Source: an optimization exercise on an open RTL-to-GDS flow (aim: a short achievable clock period and few clock cycles). Production flows keep margins and buffers that such runs may drop. Only simulation tests tie the RTL to the original design; equivalence was not proved. Power is estimated from default activity; no workload was simulated.

<file path="design/flow/config.mk">
export PLATFORM = sky130hd
export DESIGN_NAME = projectCPU2021
export DESIGN_NICKNAME = projectCPU2021
export VERILOG_FILES = /design/flow/design.v
export SDC_FILE = /design/flow/constraint.sdc
export NUM_CORES = 4
export LEC_CHECK = 0
export CAP_MARGIN = 20
export CORE_MARGIN = 2
export CORE_UTILIZATION = 40
export SLEW_MARGIN = 20
</file>
<file path="design/flow/constraint.sdc">
create_clock -name core_clock -period 4.5 [get_ports {clk}]
set_input_delay 0.9000 -clock core_clock [delete_from_list [all_inputs] [get_ports {clk}]]
set_output_delay 0.9000 -clock core_clock [all_outputs]
set_load 0.01 [all_outputs]
</file>
<file path="design/flow/design.v">
module projectCPU2021(
  clk,
  rst,
  wrEn,
  data_fromRAM,
  addr_toRAM,
  data_toRAM,
  PC,
  W
);
input clk, rst;
input wire [15:0] data_fromRAM;
output wire [15:0] data_toRAM;
output wire wrEn;
output wire [12:0] addr_toRAM;
output reg [12:0] PC;
output reg [15:0] W;
localparam OP_ADD = 3'b000, OP_NAND = 3'b001, OP_SRRL = 3'b010, OP_GE = 3'b011,
           OP_SZ = 3'b100, OP_CP2W = 3'b101, OP_CPFW = 3'b110, OP_JMP = 3'b111;
reg        ph;         
reg [12:0] addr_q;
reg        wr_q;
reg        cur_f, cur_j, cur_o, cur_r2;
reg        in_i, in_t, in_o, in_s;
reg        d_valid;
reg [2:0]  d_op;
reg [12:0] d_ea;
reg        e_valid;
reg [2:0]  e_op;
reg [12:0] fpc;        
reg [12:0] fa_q;       
reg [12:0] shadow;     
reg        fwd_q;      
reg        shfwd_q;    
assign addr_toRAM = addr_q;
assign wrEn       = wr_q & ~rst;
assign data_toRAM = W;
wire [15:0] din = data_fromRAM;
wire [15:0] iw     = fwd_q ? W : din;
wire [2:0]  i_op   = iw[15:13];
wire [12:0] sh_eff = shfwd_q ? W[12:0] : shadow;
wire        i_ind  = (iw[12:0] == 13'd0);
wire [12:0] i_ea   = i_ind ? sh_eff : iw[12:0];
wire        exec   = in_o & e_valid;
wire        zero   = (din == 16'd0);
wire        skip   = exec & (e_op == OP_SZ) & zero;
wire [3:0]  k      = din[3:0];
wire        s_r    = (din[15:4] == 12'd0);
wire        s_l    = (din[15:4] == 12'd1);
wire        s_rr   = (din[15:4] == 12'd2);
wire [31:0] rr2    = {W, W} >> k;
wire [31:0] rl2    = {W, W} << k;
wire [15:0] shr    = W >> k;
wire [15:0] shl    = W << k;
wire [15:0] srrl   = s_r ? shr : s_l ? shl : s_rr ? rr2[15:0] : rl2[31:16];
reg [15:0] alu;
always @* begin
    case (e_op)
        OP_ADD:  alu = W + din;
        OP_NAND: alu = ~(W & din);
        OP_SRRL: alu = srrl;
        OP_GE:   alu = {15'd0, W >= din};
        default: alu = din;
    endcase
end
wire        wen_w  = exec & (e_op != OP_SZ);
always @(posedge clk) begin
    if (rst) begin
        ph      <= 1'b1;
        addr_q  <= 13'd2;
        wr_q    <= 1'b0;
        cur_f   <= 1'b0;
        cur_j   <= 1'b0;
        cur_o   <= 1'b0;
        cur_r2  <= 1'b1;
        in_i    <= 1'b0;
        in_t    <= 1'b0;
        in_o    <= 1'b0;
        in_s    <= 1'b0;
        d_valid <= 1'b0;
        d_op    <= 3'd0;
        d_ea    <= 13'd0;
        e_valid <= 1'b0;
        e_op    <= 3'd0;
        fpc     <= 13'd0;
        fa_q    <= 13'd0;
        shadow  <= 13'd0;
        fwd_q   <= 1'b0;
        shfwd_q <= 1'b0;
        PC      <= 13'd0;
        W       <= 16'd0;
    end else begin
        ph    <= ~ph;
        in_i  <= cur_f;
        in_t  <= cur_j;
        in_o  <= cur_o;
        in_s  <= cur_r2;
        cur_f  <= 1'b0;
        cur_j  <= 1'b0;
        cur_o  <= 1'b0;
        cur_r2 <= 1'b0;
        wr_q    <= 1'b0;
        fwd_q   <= 1'b0;
        shfwd_q <= 1'b0;
        if (in_s)
            shadow <= din[12:0];
        if (shfwd_q)
            shadow <= W[12:0];
        if (wen_w)
            W <= alu;
        if (ph) begin
            e_valid <= d_valid & (d_op != OP_CPFW) & (d_op != OP_JMP);
            e_op    <= d_op;
            if (in_i) begin
                d_valid <= 1'b1;
                d_op    <= i_op;
                d_ea    <= i_ea;
                PC      <= fa_q;
                if (i_op == OP_JMP) begin
                    addr_q <= i_ea;
                    cur_j  <= 1'b1;
                end else begin
                    addr_q <= fpc;
                    fa_q   <= fpc;
                    fpc    <= fpc + 13'd1;
                    cur_f  <= 1'b1;
                end
            end else if (in_t) begin
                d_valid <= 1'b0;
                addr_q  <= d_valid ? din[12:0] : fpc;
                fa_q    <= d_valid ? din[12:0] : fpc;
                fpc     <= (d_valid ? din[12:0] : fpc) + 13'd1;
                cur_f   <= 1'b1;
            end else begin
                d_valid <= 1'b0;
                addr_q  <= fpc;
                fa_q    <= fpc;
                fpc     <= fpc + 13'd1;
                cur_f   <= 1'b1;
            end
        end else begin
            if (skip)
                d_valid <= 1'b0;
            if (d_valid & ~skip & (d_op != OP_JMP)) begin
                addr_q  <= d_ea;
                wr_q    <= (d_op == OP_CPFW);
                cur_o   <= (d_op != OP_CPFW);
                fwd_q   <= (d_op == OP_CPFW) & cur_f & (d_ea == fa_q);
                shfwd_q <= (d_op == OP_CPFW) & (d_ea == 13'd2);
            end
        end
    end
end
endmodule
</file>
<file path="design/flow/run.sh">
#!/bin/bash
# synth_recipe.tcl (not shown) runs the flow's synth.tcl, then flattens the netlist and writes it again
# the make line also repeats each setting of config.mk as NAME=value (left out here)
make -C /OpenROAD-flow-scripts/flow DESIGN_CONFIG=/design/flow/config.mk WORK_HOME=/design/flow/orfs CLKGATE_MAP_FILE= SYNTH_SCRIPT=/design/flow/synth_recipe.tcl finish
</file>
==> results of run 1 <==
## synth_stat cells, types with 11 or more instances
master	number	area [um2]
o21ai_0	65	325
dfxtp_1	114	2280
mux4_2	26	586
xnor2_1	29	254
inv_1	40	150
clkbuf_1	74	278
mux2i_1	62	621
nor4_1	11	68.8
nand4_1	11	68.8
nor2_1	142	533
buf_2	17	85.1
a21oi_1	92	460
nand2_1	135	507
o211ai_1	20	150
mux2_2	22	248
ha_1	35	438
buf_4	26	195
a221oi_1	13	114
a211oi_1	24	180
nor3_1	28	140
nand3_1	28	140
a31oi_1	13	81.3
nor2b_1	12	75.1
o21a_1	13	97.6
## through the flow
stage	hold slack (ns)	power (mW)	utilization	setup WS [ns]	cells
after floorplan	0.414	1.37	-	1.16	1242
after global placement	0.417	1.53	0.450	0.604	1564
after detailed placement	0.426	1.53	0.450	0.584	1564
after CTS	0.442	2.91	0.475	1.01	1596
after global routing	0.462	3.00	0.475	0.851	1596
final	0.443	2.91	0.475	0.900	1597
## cells by family after synthesis
group,Yosys count
compound gates,357
xor+xnor,36
fa+ha+maj,36
buf+inv,172
flops,114
mux,110
simple gates,417
## sequential cells by signal (all words and copies together), names as in the netlist, 3 cells and up
signal and count:
addr_q 13, d_op 3, fpc 13, d_ea 13, fa_q 13, e_op 3
shadow 13, W 16, PC 13
## power groups by stage
stage	sequential, mW	combinational, mW	clock [mW]
after floorplan	1.10	0.276	0
after global placement	1.11	0.415	0
after detailed placement	1.11	0.416	0
after CTS	1.09	0.418	1.40
after global routing	1.10	0.457	1.44
final	1.09	0.427	1.39
## worst paths after layout
kind / slack [ns] / to / start / cells past startpoint
setup / recovery: 0.90 / W[4] / data_fromRAM[13] / 7
hold / removal: 0.44 / in_t / cur_j / 1
setup reg to reg: 1.20 / W[12] / W[4] / 8
hold reg to reg: 0.44 / in_t / cur_j / 1
## metal layers
| layer | global-route usage | part of all wire | vias to the layer above |
|---|---|---|---|
| met5 | 0 | 0 | - |
| met4 | 0.105 | 0.033 | 0 |
| met3 | 0.0417 | 0.080 | 95 |
| met2 | 0.463 | 0.45 | 543 |
| met1 | 0.405 | 0.44 | 4874 |
| li1 | - | - | 4594 |
## final cells by class
class | count | share of cell area
diodes | 1 | 0.000223
clock buffers | 17 | 0.0380
clock inverters | 15 | 0.0145
inverters | 43 | 0.0144
multi-input cells | 956 | 0.589
flip-flops and latches | 114 | 0.204
well taps | 319 | 0.0356
repair buffers | 132 | 0.105
==> reports/metrics.cfg, run 1 <==
[power_and_ir_drop]
ir_drop_uv=278
power_frac_seq=0.375
clockPowerShare=0.478
power_frac_comb=0.146
power.switching_uw=914
p_int_mw=2.00
p_per_area_nw_per_um2=260
power_leakage_nw=4.11
switching_share=0.314

[logic_synthesis]
synth-seq-cells=114
yosysSeqAreaShare=0.236
synth_area_um2=9660
synth-async-reset-ratio=0
synth.distinct_cells=85
synth_edf_count=0
syn_inst=1242
synth_top_family_by_area=compound AO/OA/AOI/OAI gates
synth_compound_area_frac=0.251
synth_xor_area_frac=0.0326
syn_area_per_cell_um2=7.78
synth_mux_area_frac=0.151
synth-adder-area-share=0.0474
synth-simple-area-share=0.201
synthFlopType=dfxtp_1
yosysWarnings=1
synth_nets=1296

[layout]
regArea_um2=2280
drive_above_1_share=0.129
final_common_cell=nor2_1
multi_input_area_um2=6600
syn_to_final_growth_pct=16.1
final.fill_count=2358
fin_nets=1318
mostFrequentLayoutCells=141 x nor2_1, 135 x nand2_1, 114 x dfxtp_1
stdcell_area_um2=11200

[grt]
grt_pass1_wl_um=57700
grt_usage=0.292
antenna_found_initial=0
grt_overflow=0
grt_start_max_net_pins=54
first_global_vias=9253

[setup_path]
cp-end-kind=flop
worst_setup_path_start_kind=primary input
critical_path_class=primary input to flop
critical-path-max-stage-delay_ns=0.82
worstPathCellList=clkdlybuf4s50_1, nor3_1, and4_1, mux4_2, o221a_1, a2111oi_0, or3_1
crit_slowest_cell=nor3_1
cp_top_family=simple AND/OR/NAND/NOR gates
cp_max_fo=5
cp.required_ns=4.88
cp.buffers_inverters=1
cp.arrival_ns=3.98

[placement]
portBuffers=76
dp_hpwl_um=27600
placed_area_um2=10600
gp_congestion=0.992

[detailed_routing]
vias=10106
detail_route.vias_per_cell=6.33
initialDrtViolationCount=1409
dr.pass1.iters=6
wire_per_inst_um=23.9
ant_nets=0
routed_wl_um=38200
drc=0

[clock_tree]
cts_resized=0
htreeDepth=4
clock_sinks=114
clkSlewWorstSetupHoldPaths_ns=0.07
cts_made_buffers=17
cts_tree=done
clk_latency_ns=0.43
cts_root_buf=clkbuf_16
hold_buffers=0
cts_setup_buffers=0
cts_buffer_depth=2

[floorplanning]
ioPinCount=77
rows=56
core_um2=23600
die_x_um=159
die_area_um2=25400
initial_core_util=0.409
die_h_um=159

[min_path]
hold_path.class=flop to flop

[timing]
hold_viol=0
rsz0062_at_grt=no
worstMarginPinSlew_ns=1.00
skew_ns=0.0118
slew_viol_final=0
setup_tns_ns=0
setup_violations=0
fin_crit_ns=3.60
fmax_mhz=278
min_period_over_period=0.800
slew_headroom=0.328

[status]
status=no timing/DRC/antenna violations

[flow_run]
maxCapViolCount=0

Testbench counts, summed over its fixed seeds: cycles 108,348.
==> inputs of run 2 (changes only) <==
--- a/design/flow/config.mk
+++ b/design/flow/config.mk
@@ -5,7 +5,9 @@
 export SDC_FILE = /design/flow/constraint.sdc
 export NUM_CORES = 4
 export LEC_CHECK = 0
+export ABC_CLOCK_PERIOD_IN_PS = 2000
 export CAP_MARGIN = 20
 export CORE_MARGIN = 2
 export CORE_UTILIZATION = 40
+export SETUP_SLACK_MARGIN = 2.5
 export SLEW_MARGIN = 20
==> reports/metrics.cfg, run 2 <==
[status]
status=no timing/DRC/antenna violations

[detailed_routing]
vias=11228  ; +11%
ant_nets=0  ; unchanged
drc=0  ; unchanged
wire_per_inst_um=25.3  ; +5.5%
initialDrtViolationCount=1861  ; +32%
routed_wl_um=44200  ; +16%
detail_route.vias_per_cell=6.41  ; +1.3%
dr.pass1.iters=8  ; +2

[layout]
diodes=0  ; -1
drive_above_1_share=0.376  ; +0.247
syn_to_final_growth_pct=45.1
mostFrequentLayoutCells=142 x buf_4, 132 x nor2_1, 124 x nand2_1
largest_register_ffs=16  ; unchanged
top_register=W
fin_nets=1473  ; +12%
final.fill_count=2044  ; -13%
final_common_cell=buf_4

[timing]
setup_tns_ns=0  ; unchanged
slew_headroom=0.303  ; -0.0245
rsz0062_at_grt=yes
worstMarginPinSlew_ns=1.04  ; +0.0431 ns
hold_viol=0  ; unchanged
skew_ns=0.0154  ; +0.00364 ns
fin_crit_ns=2.60  ; -1.00 ns
setup_violations=0  ; unchanged
fmax_mhz=385  ; +39%
layout_setup_ws_ns=1.90  ; +1.00 ns
slew_viol_final=0  ; unchanged
min_period_over_period=0.577  ; -0.223

[clock_tree]
cts_root_buf=clkbuf_16
clkSlewWorstSetupHoldPaths_ns=0.07  ; about the same
cts_made_buffers=17  ; unchanged
htreeDepth=4  ; unchanged
clock_sinks=114  ; unchanged
cts_buffer_depth=2  ; unchanged
clk_latency_ns=0.43  ; about the same
cts_tree=done

[setup_path]
r2r_slack_ns=1.95  ; +0.75 ns
worst_r2r_path_depth=10  ; +2
cp-end-kind=flop
cp.buffers_inverters=1  ; unchanged
cp.required_ns=4.81  ; -0.07 ns
critical-path-max-stage-delay_ns=0.35  ; -0.47 ns
regToRegStartpoint=W[0]
cp_max_fo=5  ; unchanged
cp_top_family=compound AO/OA/AOI/OAI gates
cp.arrival_ns=2.91  ; -1.07 ns
crit_slowest_cell=fa_2
worstPathCellList=buf_16, ha_4, fa_2, nor2b_4, o21ai_4, a311oi_2, a221oi_2, o31ai_1, xnor2_1, o211ai_1
regToRegEndpoint=W[14]
worst_setup_path_start_kind=primary input
critical_path_class=primary input to flop

[logic_synthesis]
synthFlopType=dfxtp_1
synth.area.top_cells=dfxtp_1 24%, mux2i_1 6.4%, mux4_2 6.1%, nor2_1 5.5%, nand2_1 5.2%
synth-seq-cells=114  ; unchanged
synth.distinct_cells=85  ; unchanged
synth_nets=1296  ; unchanged
synth_common_cells=142 x nor2_1, 135 x nand2_1, 114 x dfxtp_1
synth.top_cell.area_share=0.236  ; unchanged
syn_inst=1242  ; unchanged
synth_area_um2=9660  ; unchanged
synth.most_common_cell=nor2_1
syn_area_per_cell_um2=7.78  ; unchanged
synth_edf_count=0  ; unchanged
yosysSeqAreaShare=0.236  ; unchanged
synth-async-reset-ratio=0  ; unchanged
synth_top_area_cell=dfxtp_1
yosysWarnings=1  ; unchanged

[power_and_ir_drop]
power_frac_comb=0.181  ; +0.035
ir_drop_uv=242  ; -13%
p_per_area_nw_per_um2=219  ; -16%
p_int_mw=2.12  ; +5.8%
switching_share=0.312  ; -0.00185
power_leakage_nw=5.45  ; +33%
clockPowerShare=0.464  ; -0.014
power_frac_seq=0.355  ; -0.020
power.switching_uw=960  ; +4.9%

[min_path]
hold_path.class=flop to flop
hold_depth=1  ; unchanged
hp-start=cur_j
min_to=in_t

[grt]
antenna_found_initial=0  ; unchanged
grt_overflow=0  ; unchanged
grt_start_max_net_pins=74  ; +37%
first_global_vias=10416  ; +13%
grt_pass1_wl_um=64600  ; +12%
grt_usage=0.329  ; +0.0371

[floorplanning]
core_um2=23600  ; unchanged
die_x_um=159  ; unchanged
rows=56  ; unchanged
initial_core_util=0.409  ; unchanged
ioPinCount=77  ; unchanged
die_h_um=159  ; unchanged
die_area_um2=25400  ; unchanged

[placement]
pre_cts_slack_ns=0.526  ; -0.0580 ns
portBuffers=76  ; unchanged
dp_hpwl_um=27600  ; -0.19%
gp_congestion=1.01  ; +2.1%

[flow_run]
maxCapViolCount=0  ; unchanged

## run 2: cell counts after synthesis
Identical to the previous run, type by type.
## run 2: per-stage QoR
step	util	instance area [um2]	power, mW	std cells	hold slack, ns
after floorplan	-	10200	1.41	1242	0.414
after global placement	0.461	10900	1.54	1557	0.418
after detailed placement	0.461	10900	1.54	1557	0.420
after CTS	0.559	13200	3.01	1714	0.429
after global routing	0.594	14000	3.16	1751	0.446
final	0.594	14000	3.08	1751	0.430
## run 2: cell type report
cell class	instances	area (um2)	area share
tap	319	399	0.0285
sequential	114	2350	0.168
inverter	43	193	0.0137
timing repair buffer	286	2820	0.201
multi-input combinational	957	7650	0.546
clock buffer	17	425	0.0303
clock inverter	15	173	0.0123
## run 2: power by group through the flow
stage                     Clock, mW  Sequential [mW]  Combinational, mW
after floorplan                   0             1.10              0.311
after global placement            0             1.12              0.424
after detailed placement          0             1.12              0.424
after CTS                      1.43             1.09              0.492
after global routing           1.48             1.10              0.583
final                          1.43             1.09              0.556
## run 2: kinds of logic (layout without fill, tap and decap cells)
logic type | count (synthesis) | in the layout | share of synthesized area
simple gates | 417 | 418 | 0.201
compound gates | 357 | 357 | 0.251
buf+inv | 172 | 361 | 0.0816
flops | 114 | 114 | 0.236
mux | 110 | 110 | 0.151
fa+ha+maj | 36 | 36 | 0.0474
xor+xnor | 36 | 36 | 0.0326
## run 2: metal layers
| layer | up-vias | wire, um | global-route usage |
|---|---|---|---|
| met4 | 0 | 2640 | 0.161 |
| met3 | 195 | 4860 | 0.0714 |
| li1 | 4932 | - | - |
| met1 | 5293 | 17800 | 0.447 |
| met2 | 808 | 18900 | 0.496 |
| met5 | - | 0 | 0 |
## run 2: worst max path at each step
| stage | start | endpoint | slack (ns) | cells past startpoint |
|---|---|---|---|---|
| 2_1_floorplan | data_fromRAM[0] | fpc[12] | 1.55 | 11 |
| 3_3_place_gp | data_fromRAM[8] | W[4] | 0.55 | 9 |
| 3_5_place_dp | data_fromRAM[8] | W[4] | 0.53 | 9 |
| 4_1_cts | data_fromRAM[9] | W[4] | 1.91 | 9 |
| 5_1_grt | data_fromRAM[8] | W[7] | 1.85 | 10 |
| 6_report | data_fromRAM[0] | W[14] | 1.90 | 10 |
## run 2: repair_timing
item / 4_1_cts / 5_1_grt
gates resized for setup: 429 / 143
setup endpoints to repair: 135 / 91
hold buffers: 0 / 0
pin swaps: 81 / 71
setup buffers: 121 / 37
cloned: 4 / 0
## run 2: worst reg2reg max path, cell delays in order, from the launching register on
cell,delay [ns]
dfxtp_4,0.36
buf_4,0.18
ha_4,0.18
fa_2,0.35
nor2b_4,0.15
o21ai_4,0.23
a311oi_2,0.15
a221oi_2,0.34
o31ai_1,0.12
xnor2_1,0.24
o211ai_1,0.13
==> inputs of run 3 (changes only) <==
--- a/design/flow/design.v
+++ b/design/flow/design.v
@@ -17,9 +17,32 @@
 output reg [15:0] W;
 localparam OP_ADD = 3'b000, OP_NAND = 3'b001, OP_SRRL = 3'b010, OP_GE = 3'b011,
            OP_SZ = 3'b100, OP_CP2W = 3'b101, OP_CPFW = 3'b110, OP_JMP = 3'b111;
+function [15:0] pfx_carry;
+    input [15:0] g_in, p_in;
+    input        cin;
+    reg   [15:0] g, p, gn, pn;
+    integer i, d;
+    begin
+        g = g_in;
+        p = p_in;
+        g[0] = g[0] | (p[0] & cin);
+        for (d = 1; d < 16; d = d * 2) begin
+            gn = g;
+            pn = p;
+            for (i = d; i < 16; i = i + 1) begin
+                gn[i] = g[i] | (p[i] & g[i-d]);
+                pn[i] = p[i] & p[i-d];
+            end
+            g = gn;
+            p = pn;
+        end
+        pfx_carry = g;
+    end
+endfunction
 reg        ph;         
 reg [12:0] addr_q;
 reg        wr_q;
+reg        pt_q;       
 reg        cur_f, cur_j, cur_o, cur_r2;
 reg        in_i, in_t, in_o, in_s;
 reg        d_valid;
@@ -32,7 +55,7 @@
 reg [12:0] shadow;     
 reg        fwd_q;      
 reg        shfwd_q;    
-assign addr_toRAM = addr_q;
+assign addr_toRAM = pt_q ? data_fromRAM[12:0] : addr_q;
 assign wrEn       = wr_q & ~rst;
 assign data_toRAM = W;
 wire [15:0] din = data_fromRAM;
@@ -53,22 +76,28 @@
 wire [15:0] shr    = W >> k;
 wire [15:0] shl    = W << k;
 wire [15:0] srrl   = s_r ? shr : s_l ? shl : s_rr ? rr2[15:0] : rl2[31:16];
+wire [15:0] add_c  = pfx_carry(W & din, W ^ din, 1'b0);
+wire [15:0] sum    = (W ^ din) ^ {add_c[14:0], 1'b0};
+wire [15:0] ge_c   = pfx_carry(W & ~din, W | ~din, 1'b1);
+wire        ge     = ge_c[15];
 reg [15:0] alu;
 always @* begin
     case (e_op)
-        OP_ADD:  alu = W + din;
+        OP_ADD:  alu = sum;
         OP_NAND: alu = ~(W & din);
         OP_SRRL: alu = srrl;
-        OP_GE:   alu = {15'd0, W >= din};
+        OP_GE:   alu = {15'd0, ge};
         default: alu = din;
     endcase
 end
 wire        wen_w  = exec & (e_op != OP_SZ);
+wire [12:0] tgt    = pt_q ? din[12:0] : addr_q;
 always @(posedge clk) begin
     if (rst) begin
         ph      <= 1'b1;
         addr_q  <= 13'd2;
         wr_q    <= 1'b0;
+        pt_q    <= 1'b0;
         cur_f   <= 1'b0;
         cur_j   <= 1'b0;
         cur_o   <= 1'b0;
@@ -100,6 +129,7 @@
         cur_o  <= 1'b0;
         cur_r2 <= 1'b0;
         wr_q    <= 1'b0;
+        pt_q    <= 1'b0;
         fwd_q   <= 1'b0;
         shfwd_q <= 1'b0;
         if (in_s)
@@ -111,7 +141,12 @@
         if (ph) begin
             e_valid <= d_valid & (d_op != OP_CPFW) & (d_op != OP_JMP);
             e_op    <= d_op;
-            if (in_i) begin
+            if (in_t) begin
+                ph      <= 1'b1;
+                d_valid <= 1'b0;
+                fa_q    <= tgt;
+                fpc     <= tgt + 13'd1;
+            end else if (in_i) begin
                 d_valid <= 1'b1;
                 d_op    <= i_op;
                 d_ea    <= i_ea;
@@ -125,12 +160,6 @@
                     fpc    <= fpc + 13'd1;
                     cur_f  <= 1'b1;
                 end
-            end else if (in_t) begin
-                d_valid <= 1'b0;
-                addr_q  <= d_valid ? din[12:0] : fpc;
-                fa_q    <= d_valid ? din[12:0] : fpc;
-                fpc     <= (d_valid ? din[12:0] : fpc) + 13'd1;
-                cur_f   <= 1'b1;
             end else begin
                 d_valid <= 1'b0;
                 addr_q  <= fpc;
@@ -141,7 +170,11 @@
         end else begin
             if (skip)
                 d_valid <= 1'b0;
-            if (d_valid & ~skip & (d_op != OP_JMP)) begin
+            if (cur_j) begin
+                addr_q <= fpc;
+                cur_f  <= 1'b1;
+                pt_q   <= d_valid & ~skip;
+            end else if (d_valid & ~skip & (d_op != OP_JMP)) begin
                 addr_q  <= d_ea;
                 wr_q    <= (d_op == OP_CPFW);
                 cur_o   <= (d_op != OP_CPFW);
==> reports/metrics.cfg, run 3 <==
[status]
status=no timing/DRC/antenna violations

[setup_path]
regToRegStartpoint=e_op[1]
cp.required_ns=4.84  ; +0.03 ns
cp-startpoint=data_fromRAM[10]
cp.arrival_ns=3.27  ; +0.36 ns
critical_path_class=primary input to flop
cp_max_fo=4  ; -1
cp-end-kind=flop
worst_setup_path_start_kind=primary input

[grt]
grt_start_max_net_pins=52  ; -30%
antenna_found_initial=1  ; +1
first_global_vias=10116  ; -2.9%
grt_overflow=0  ; unchanged
grt_usage=0.324  ; -0.00561
grt_pass1_wl_um=64000  ; -1.0%

[detailed_routing]
drc=0  ; unchanged
vias=10976  ; -2.2%
routed_wl_um=43200  ; -2.4%
initialDrtViolationCount=1477  ; -21%
detail_route.vias_per_cell=6.40  ; -0.19%
wire_per_inst_um=25.2  ; -0.31%
dr.pass1.iters=7  ; -1
ant_nets=0  ; unchanged

[layout]
mostFrequentLayoutCells=138 x buf_4, 103 x nand2_1, 97 x nor2_1
fin_nets=1450  ; -1.6%
drive_above_1_share=0.396  ; +0.0197
regArea_um2=2370  ; +0.53%
final.fill_count=2092  ; +2.3%
fin_cells=1715  ; -2.1%
multi_input_area_um2=7870  ; +2.8%
final_common_cell=buf_4
top_register=W
largest_register_ffs=16  ; unchanged
syn_to_final_growth_pct=47.5
diodes=0  ; unchanged

[logic_synthesis]
synth.distinct_cells=81  ; -4.7%
synth_top_area_cell=dfxtp_1
synth-seq-cells=115  ; +0.88%
synth.top_cell.area_share=0.232  ; -0.00409
synth_nets=1245  ; -3.9%
yosysWarnings=1  ; unchanged
syn_inst=1176  ; -5.3%
synthFlopType=dfxtp_1
synth_edf_count=0  ; unchanged
synth.area.top_cells=dfxtp_1 23%, mux4_2 10%, mux2i_1 6.7%, ha_1 6.3%, a211oi_1 5.1%
yosysSeqAreaShare=0.232  ; -0.00409
synth.most_common_cell=dfxtp_1
synth-async-reset-ratio=0  ; unchanged
synth_common_cells=115 x dfxtp_1, 107 x nand2_1, 103 x nor2_1
syn_area_per_cell_um2=8.43  ; +8.4%
synth_area_um2=9910  ; +2.7%

[floorplanning]
die_x_um=161  ; +1.3%
core_um2=24300  ; +3.0%
die_h_um=161  ; +1.3%
ioPinCount=77  ; unchanged
rows=57  ; +1.8%
initial_core_util=0.408  ; -0.00134
die_area_um2=26100  ; +2.6%

[timing]
slew_headroom=0.373  ; +0.0692
layout_setup_ws_ns=1.57  ; -0.333 ns
worstMarginPinSlew_ns=0.939  ; -0.105 ns
fin_crit_ns=2.93  ; +0.333 ns
fmax_mhz=341  ; -11%
slew_viol_final=0  ; unchanged
min_period_over_period=0.651  ; +0.0740
setup_violations=0  ; unchanged
skew_ns=0.0113  ; -0.00406 ns
rsz0062_at_grt=yes
fin_hold_ws_ns=0.435  ; +0.00514 ns
hold_viol=0  ; unchanged
setup_tns_ns=0  ; unchanged

[placement]
dp_cells=1506  ; -3.3%
portBuffers=76  ; unchanged
dp_hpwl_um=27000  ; -1.9%
gp_congestion=1.01  ; -0.44%
pre_cts_slack_ns=0.533  ; +0.00772 ns

[power_and_ir_drop]
power.switching_uw=854  ; -11%
p_int_mw=2.16  ; +1.9%
power_leakage_nw=5.67  ; +4.1%
ir_drop_uv=284  ; +18%
power_frac_comb=0.206  ; +0.025
switching_share=0.284  ; -0.0283
clockPowerShare=0.431  ; -0.033
power_frac_seq=0.364  ; +0.009
p_per_area_nw_per_um2=206  ; -6.1%

[clock_tree]
cts_buffer_depth=2  ; unchanged
htreeDepth=4  ; unchanged
clkSlewWorstSetupHoldPaths_ns=0.05  ; -0.02 ns
cts_made_buffers=17  ; unchanged
clock_sinks=115  ; +0.88%
clk_latency_ns=0.42  ; about the same
cts_root_buf=clkbuf_16
hold_buffers=0  ; unchanged
cts_tree=done

[flow_run]
maxCapViolCount=0  ; unchanged

[min_path]
hp-start=cur_o
hold_path.class=flop to flop

[run 3: changes by cell type after synthesis, moves of 9 or more]
cell      delta
a211oi_1    +44
nor2b_1     +17
mux4_2      +18
o21ai_0     -30
ha_1        +15
nand3_1     -13
inv_1       +17
nor2_1      -39
nand2_1     -28
a21oi_1     -28
a221oi_1    -10
xnor2_1      -9
buf_4        -9
[run 3: path summary, 6_finish.rpt]
check | to | slack [ns] | cells past startpoint
worst max-delay path | d_ea[4] | 1.57 | 9
worst min-delay path | in_o | 0.44 | 1
worst max register to register | addr_q[1] | 1.83 | 8
worst min register to register | in_o | 0.44 | 1
[run 3: logic make-up after synthesis]
family	after synthesis	share of synthesized area
buffers and inverters	176	0.0752
and+or+nand+nor	356	0.178
DFF	115	0.232
xor gates and xnor gates	32	0.0283
AOI/OAI and AO/OA	310	0.222
muxes	136	0.199
adders and majority gates	51	0.0651
[run 3: area by class of cell]
type | count | share of cell area
tap | 324 | 0.0277
sequential | 115 | 0.162
inverter | 60 | 0.0175
clock buffer | 25 | 0.0346
multi-input combinational | 885 | 0.538
clock inverter | 4 | 0.00334
timing repair buffer | 302 | 0.217
[run 3: critical path, stage by stage]
cell and delay [ns]:
buf_8 0.09, or4_4 0.60, or4b_4 0.61, nand2_4 0.11, buf_12 0.12, mux2i_4 0.30, nor2_1 0.08, or3_1 0.32
a21oi_1 0.13
[run 3: stage by stage]
step | instance area, um2 | utilization | total power [mW]
2_1_floorplan | 10500 | - | 1.45
3_3_place_gp | 11200 | 0.460 | 1.58
3_5_place_dp | 11200 | 0.460 | 1.58
4_1_cts | 13900 | 0.572 | 2.96
5_1_grt | 14600 | 0.601 | 3.11
6_report | 14600 | 0.601 | 3.01
[run 3: what timing repair did]
item	4_1_cts	5_1_grt
pin swaps	70	66
buffers inserted	139	34
gates cloned	7	0
gates resized for setup	480	114
endpoints found under the setup margin	152	126
[run 3: power by group through the flow]
stage          logic [mW]  registers [mW]  clock network, mW
3_3_place_gp        0.458            1.12                  0
6_report            0.619            1.10               1.30
2_1_floorplan       0.338            1.11                  0
4_1_cts             0.560            1.09               1.30
3_5_place_dp        0.461            1.12                  0
5_1_grt             0.656            1.10               1.35
[run 3: metal layers]
layer / global-route usage / routed length [um]
met4: 0.123 / 1890
met5: 0 / 12
met3: 0.0827 / 4610
met2: 0.477 / 18700
met1: 0.455 / 18000
Testbench counts of run 3, summed over its fixed seeds: cycles 103,348.

re-timing with driven ports:
The results above use ideal ports. As a check the final layouts listed here were re-extracted and re-timed, cells and wires unchanged. Step 1: set_driving_cell puts a clkbuf_16 on clk and a buf_2 on each other input, an assumption about the parent block. Step 2 times the ports against the registers' clock, not the clock port: input delays grow and output delays shrink by t, the midpoint of the rising clock arrivals with the driver on. Three values: no drivers, after step 1, after step 2; two values: the first two.
run	shift t [ns]	slack for setup (ns)	hold slack, ns	clock arrival spread, ns	pins driven straight from the clock port
run 1	0.473	0.900 / 0.925 / 0.452	0.443 / 0.443 / 0.443	0.012 / 0.012	1
run 2	0.470	1.903 / 1.888 / 1.418	0.430 / 0.430 / 0.430	0.016 / 0.016	1
run 3	0.464	1.570 / 1.579 / 1.115	0.435 / 0.435 / 0.435	0.013 / 0.012	1
After both steps every run listed still meets setup and hold. For run 2, which loses most, drivers alone change the setup slack by -0.015 ns; drivers and shift together by -0.485 ns.
